Context: an optimization exercise on an open-source flow, tuned for small area, a short achievable clock period and few clock cycles. The choices shown serve that exercise and are no tape-out recipe.
In this exercise RTL edits were held to simulation tests only and were not proved equivalent to the original.

Setup of try-garnet:
// matrix_vector_mul_fp
module matrix_vector_mul_fp #(
    parameter int M = 2,
    parameter int N = 4
)(
    input  logic              clk,
    input  logic              rst,
    input  logic              start,
    input  logic [M*N*32-1:0] matrix,
    input  logic [N*32-1:0]   vector,
    output logic [M*32-1:0]   result,
    output logic              done
);
    genvar i, j;
    logic [12:0] bo [N], bt [N], bn [N];
    logic        bz [N];
    generate
        for (j = 0; j < N; j++) begin: ENC
            fp_booth_enc u_enc (
                .b({vector[j*32+23 +: 8] != 8'd0, vector[j*32 +: 23]}),
                .bo(bo[j]), .bt(bt[j]), .bn(bn[j]), .bz(bz[j])
            );
        end
    endgenerate
    generate
        for (i = 0; i < M; i++) begin: ROW
            logic        ps [N];
            logic [7:0]  pe [N];      
            logic [24:0] pp [N];      
            for (j = 0; j < N; j++) begin: COL
                fp_mult u_mul (
                    .a(matrix[(i*N+j)*32 +: 32]),
                    .eb(vector[j*32+23 +: 8]), .sb(vector[j*32+31]),
                    .bo(bo[j]), .bt(bt[j]), .bn(bn[j]), .bz(bz[j]),
                    .sign(ps[j]), .ebase(pe[j]), .p(pp[j])
                );
            end
  ...
Size: roughly 17000 cells after synthesis, about 450 I/O pins, roughly 160000 um2 of cells after synthesis.
clock: 30.0 ns
lec_check: 0
cap_margin: 20
core_margin: 2
core_utilization: 50
slew_margin: 20
synth_hierarchical: 1
standard.sh (not shown) runs the stock make flow with config.mk's settings and CLKGATE_MAP_FILE= SYNTH_SCRIPT=/design/flow/synth_recipe.tcl, a recipe that flattens the netlist after the stock synthesis.
==> flow/flow/run.sh <==
#!/bin/bash
# The standard layout with two changes to synthesis and to timing repair:
# synthesis runs flow/synth.tcl (the standard flow's script, with ABC mapping by
# flow/abc_map.script, which does no buffering or sizing), and timing repair
# aims for 15 ns of setup slack, with buf_2 cells as the port buffers.
# make's output goes to synth.log and layout.log, each step's tool output
# to the ORFS logs under orfs/logs.
set -e
export FLOW_ABC_SCRIPT=$PWD/flow/abc_map.script
bash standard.sh SYNTH_SCRIPT=$PWD/flow/synth.tcl synth > synth.log 2>&1
bash standard.sh SETUP_SLACK_MARGIN=15 BUFFER_PORTS_ARGS="-buffer_cell sky130_fd_sc_hd__buf_2" finish > layout.log 2>&1
==> flow/flow/abc_map.script <==
&get -n
&st
&dch
&nf
&st
&syn2
&if -g -K 6
&synch2
&nf
&st
&syn2
&if -g -K 6
&synch2
&nf
&st
&syn2
&if -g -K 6
&synch2
&nf
&st
&syn2
&if -g -K 6
&synch2
&nf
&st
&syn2
&if -g -K 6
&synch2
&nf
&put
topo
stime -c
==> flow/flow/synth.tcl <==
# The standard flow's synthesis script (synth_recipe.tcl) with one change: ABC maps with
# flow/abc_map.script, which leaves out the buffering and sizing steps of
# the standard ABC script (the resizer does those after placement).
proc synth {args} { yosys synth -nofsm -noshare {*}$args }
proc abc {args} {
  set i [lsearch -exact $args -script]
  if { $i >= 0 } {
    lset args [expr {$i + 1}] $::env(FLOW_ABC_SCRIPT)
  }
  yosys abc {*}$args
}
source $::env(SCRIPTS_DIR)/synth.tcl
# left out here: clear keep_hierarchy, flatten, clean up, hide names made inside functions, write 1_2_yosys.v
Every stage of the flow completed for try-garnet, and the final layout passed the timing, design-rule and antenna checks.
Testbench counts of try-garnet, summed over its fixed seeds: cycles 32,000.
diff inputs: try-garnet => try-umber
# try-garnet
export LEC_CHECK = 0
export CAP_MARGIN = 20
export CORE_MARGIN = 2
export CORE_UTILIZATION = 50
export SLEW_MARGIN = 20
export SYNTH_HIERARCHICAL = 1
create_clock -name core_clock -period 30.0 [get_ports {clk}]
# try-umber
export LEC_CHECK = 0
export CAP_MARGIN = 20
export CORE_MARGIN = 2
export CORE_UTILIZATION = 55
export SLEW_MARGIN = 20
export SYNTH_HIERARCHICAL = 1
create_clock -name core_clock -period 30.0 [get_ports {clk}]
==> flow/flow/run.sh <==
#!/bin/bash
# The standard layout with two changes to synthesis and to timing repair:
# synthesis runs flow/synth.tcl (the standard flow's script, with ABC mapping by
# flow/abc_map.script, which does no buffering or sizing), and timing repair
# aims for 15.25 ns of setup slack, with buf_2 cells as the port buffers.
# make's output goes to synth.log and layout.log, each step's tool output
# to the ORFS logs under orfs/logs.
set -e
export FLOW_ABC_SCRIPT=$PWD/flow/abc_map.script
bash standard.sh SYNTH_SCRIPT=$PWD/flow/synth.tcl synth > synth.log 2>&1
bash standard.sh SETUP_SLACK_MARGIN=15.25 BUFFER_PORTS_ARGS="-buffer_cell sky130_fd_sc_hd__buf_2" finish > layout.log 2>&1
Results
- | tap cell count | higher: try-garnet |
- try-umber vs. try-garnet: final non-filler cell area did not really move, routed wire length now sits higher, violation count after the first detailed-routing iteration moved up.
--- input diff try-umber..try-violet ---
# try-umber
export LEC_CHECK = 0
export CAP_MARGIN = 20
export CORE_MARGIN = 2
export CORE_UTILIZATION = 55
export SLEW_MARGIN = 20
export SYNTH_HIERARCHICAL = 1
create_clock -name core_clock -period 30.0 [get_ports {clk}]
# try-violet
export LEC_CHECK = 0
export CAP_MARGIN = 20
export CORE_MARGIN = 2
export CORE_UTILIZATION = 50
export SLEW_MARGIN = 20
export SYNTH_HIERARCHICAL = 1
create_clock -name core_clock -period 30.0 [get_ports {clk}]
==> flow/flow/run.sh <==
#!/bin/bash
# The standard layout with two changes to synthesis and to timing repair:
# synthesis runs flow/synth.tcl (the standard flow's script, with ABC mapping by
# flow/abc_map.script, which does no buffering or sizing), and timing repair
# aims for 15.35 ns of setup slack, with buf_2 cells as the port buffers.
# make's output goes to synth.log and layout.log, each step's tool output
# to the ORFS logs under orfs/logs.
set -e
export FLOW_ABC_SCRIPT=$PWD/flow/abc_map.script
bash standard.sh SYNTH_SCRIPT=$PWD/flow/synth.tcl synth > synth.log 2>&1
bash standard.sh SETUP_SLACK_MARGIN=15.35 BUFFER_PORTS_ARGS="-buffer_cell sky130_fd_sc_hd__buf_2" finish > layout.log 2>&1
- Delta (try-violet minus try-umber): area overhead of the layout relative to synthesis climbed 1.6 points; worst setup slack moved up; critical path depth has decreased; utilization after layout shrank by 4.6 points.
- Per the comparison of try-violet with try-umber, number of nets in the finished design barely changed, instance area at placement picked up an extra about 0.3%, area of all placed cells without fillers up 2700 um2, total global routing track utilization -3.3 points.
What try-juniper does differently from try-violet at the input level:
==> flow/flow/run.sh <==
#!/bin/bash
# The standard layout with two changes to synthesis and to timing repair:
# synthesis runs flow/synth.tcl (the standard flow's script, with ABC mapping by
# flow/abc_map.script, which does no buffering or sizing), and timing repair
# aims for 15.25 ns of setup slack, with buf_2 cells as the port buffers.
# make's output goes to synth.log and layout.log, each step's tool output
# to the ORFS logs under orfs/logs.
set -e
export FLOW_ABC_SCRIPT=$PWD/flow/abc_map.script
bash standard.sh SYNTH_SCRIPT=$PWD/flow/synth.tcl synth > synth.log 2>&1
bash standard.sh SETUP_SLACK_MARGIN=15.25 BUFFER_PORTS_ARGS="-buffer_cell sky130_fd_sc_hd__buf_2" finish > layout.log 2>&1
## What came out
- The post-CTS resize count in try-juniper is 0.71 times that in try-violet.
- For try-juniper, the cell with the biggest individual delay on the critical path was mux4_4, unlike try-violet, where it was fa_1.
- Compared with try-violet, try-juniper shows a lower design area.
- | share of the clock period used by the worst path after layout | higher: try-juniper |
- try-violet ended up with more cell instances than try-juniper did.
- Looking at worst setup path startpoint, the vector[43] result is from try-juniper; the vector[83] one comes from try-violet.
diff inputs: try-juniper => try-onyx
# try-juniper
export LEC_CHECK = 0
export CAP_MARGIN = 20
export CORE_MARGIN = 2
export CORE_UTILIZATION = 50
export SLEW_MARGIN = 20
export SYNTH_HIERARCHICAL = 1
create_clock -name core_clock -period 30.0 [get_ports {clk}]
# try-onyx
export LEC_CHECK = 0
export CAP_MARGIN = 20
export CORE_MARGIN = 2
export CORE_UTILIZATION = 50
export PLACE_DENSITY = 0.7
export SLEW_MARGIN = 20
export SYNTH_HIERARCHICAL = 1
create_clock -name core_clock -period 30.0 [get_ports {clk}]
Results
try-onyx completed; timing, DRC and antenna clean. Cmp try-onyx vs try-juniper: number of buffers inserted to repair setup after CTS higher in try-onyx. Between try-onyx and try-juniper, the share of final-layout standard cells stronger than drive strength 1 does not differ in any meaningful way. try-juniper -> try-onyx: final routed wire length divided by cell count decreased slightly. When try-onyx is set beside try-juniper, its total wire length turns out to be about 1.6% smaller. Any difference in register share of the cell area between try-juniper and try-onyx is small enough to ignore. Side by side, hold slack turned out higher in try-onyx than in try-juniper. Sort try-onyx and try-juniper by all-layer global routing usage, ascending, and try-onyx comes first.

==> afterwards: timing with drivers on the ports <==
No port has a modelled driver above. Below, the same layouts with a new extraction and two added sets of constraints. Step 1 assumes that a clkbuf_16 drives the clock port and a buf_2 every other input. Step 2, shift: input delay + t, output delay - t, t = (earliest + latest rising clock arrival at the registers) / 2. This alone moves slack from input paths to output paths. a / b / c = ideal / step 1 / step 2; a / b = the first two.
run	t, ns	slack for setup (ns)	slew at the worst register clock pin (ns)	worst data-port slew with drivers (ns)
try-garnet	0.669	15.194 / 15.190 / 14.564	0.07 / 0.07	0.19
try-umber	0.672	15.437 / 15.357 / 14.685	0.07 / 0.07	0.33
try-violet	0.665	15.541 / 15.358 / 14.693	0.07 / 0.07	0.39
try-juniper	0.698	15.439 / 15.417 / 14.719	0.09 / 0.09	0.25
try-onyx	0.700	15.386 / 15.379 / 14.680	0.08 / 0.08	0.31
After both steps every run listed still meets setup and hold. For try-violet, which loses most, drivers alone change the setup slack by -0.183 ns; drivers and shift together by -0.848 ns.
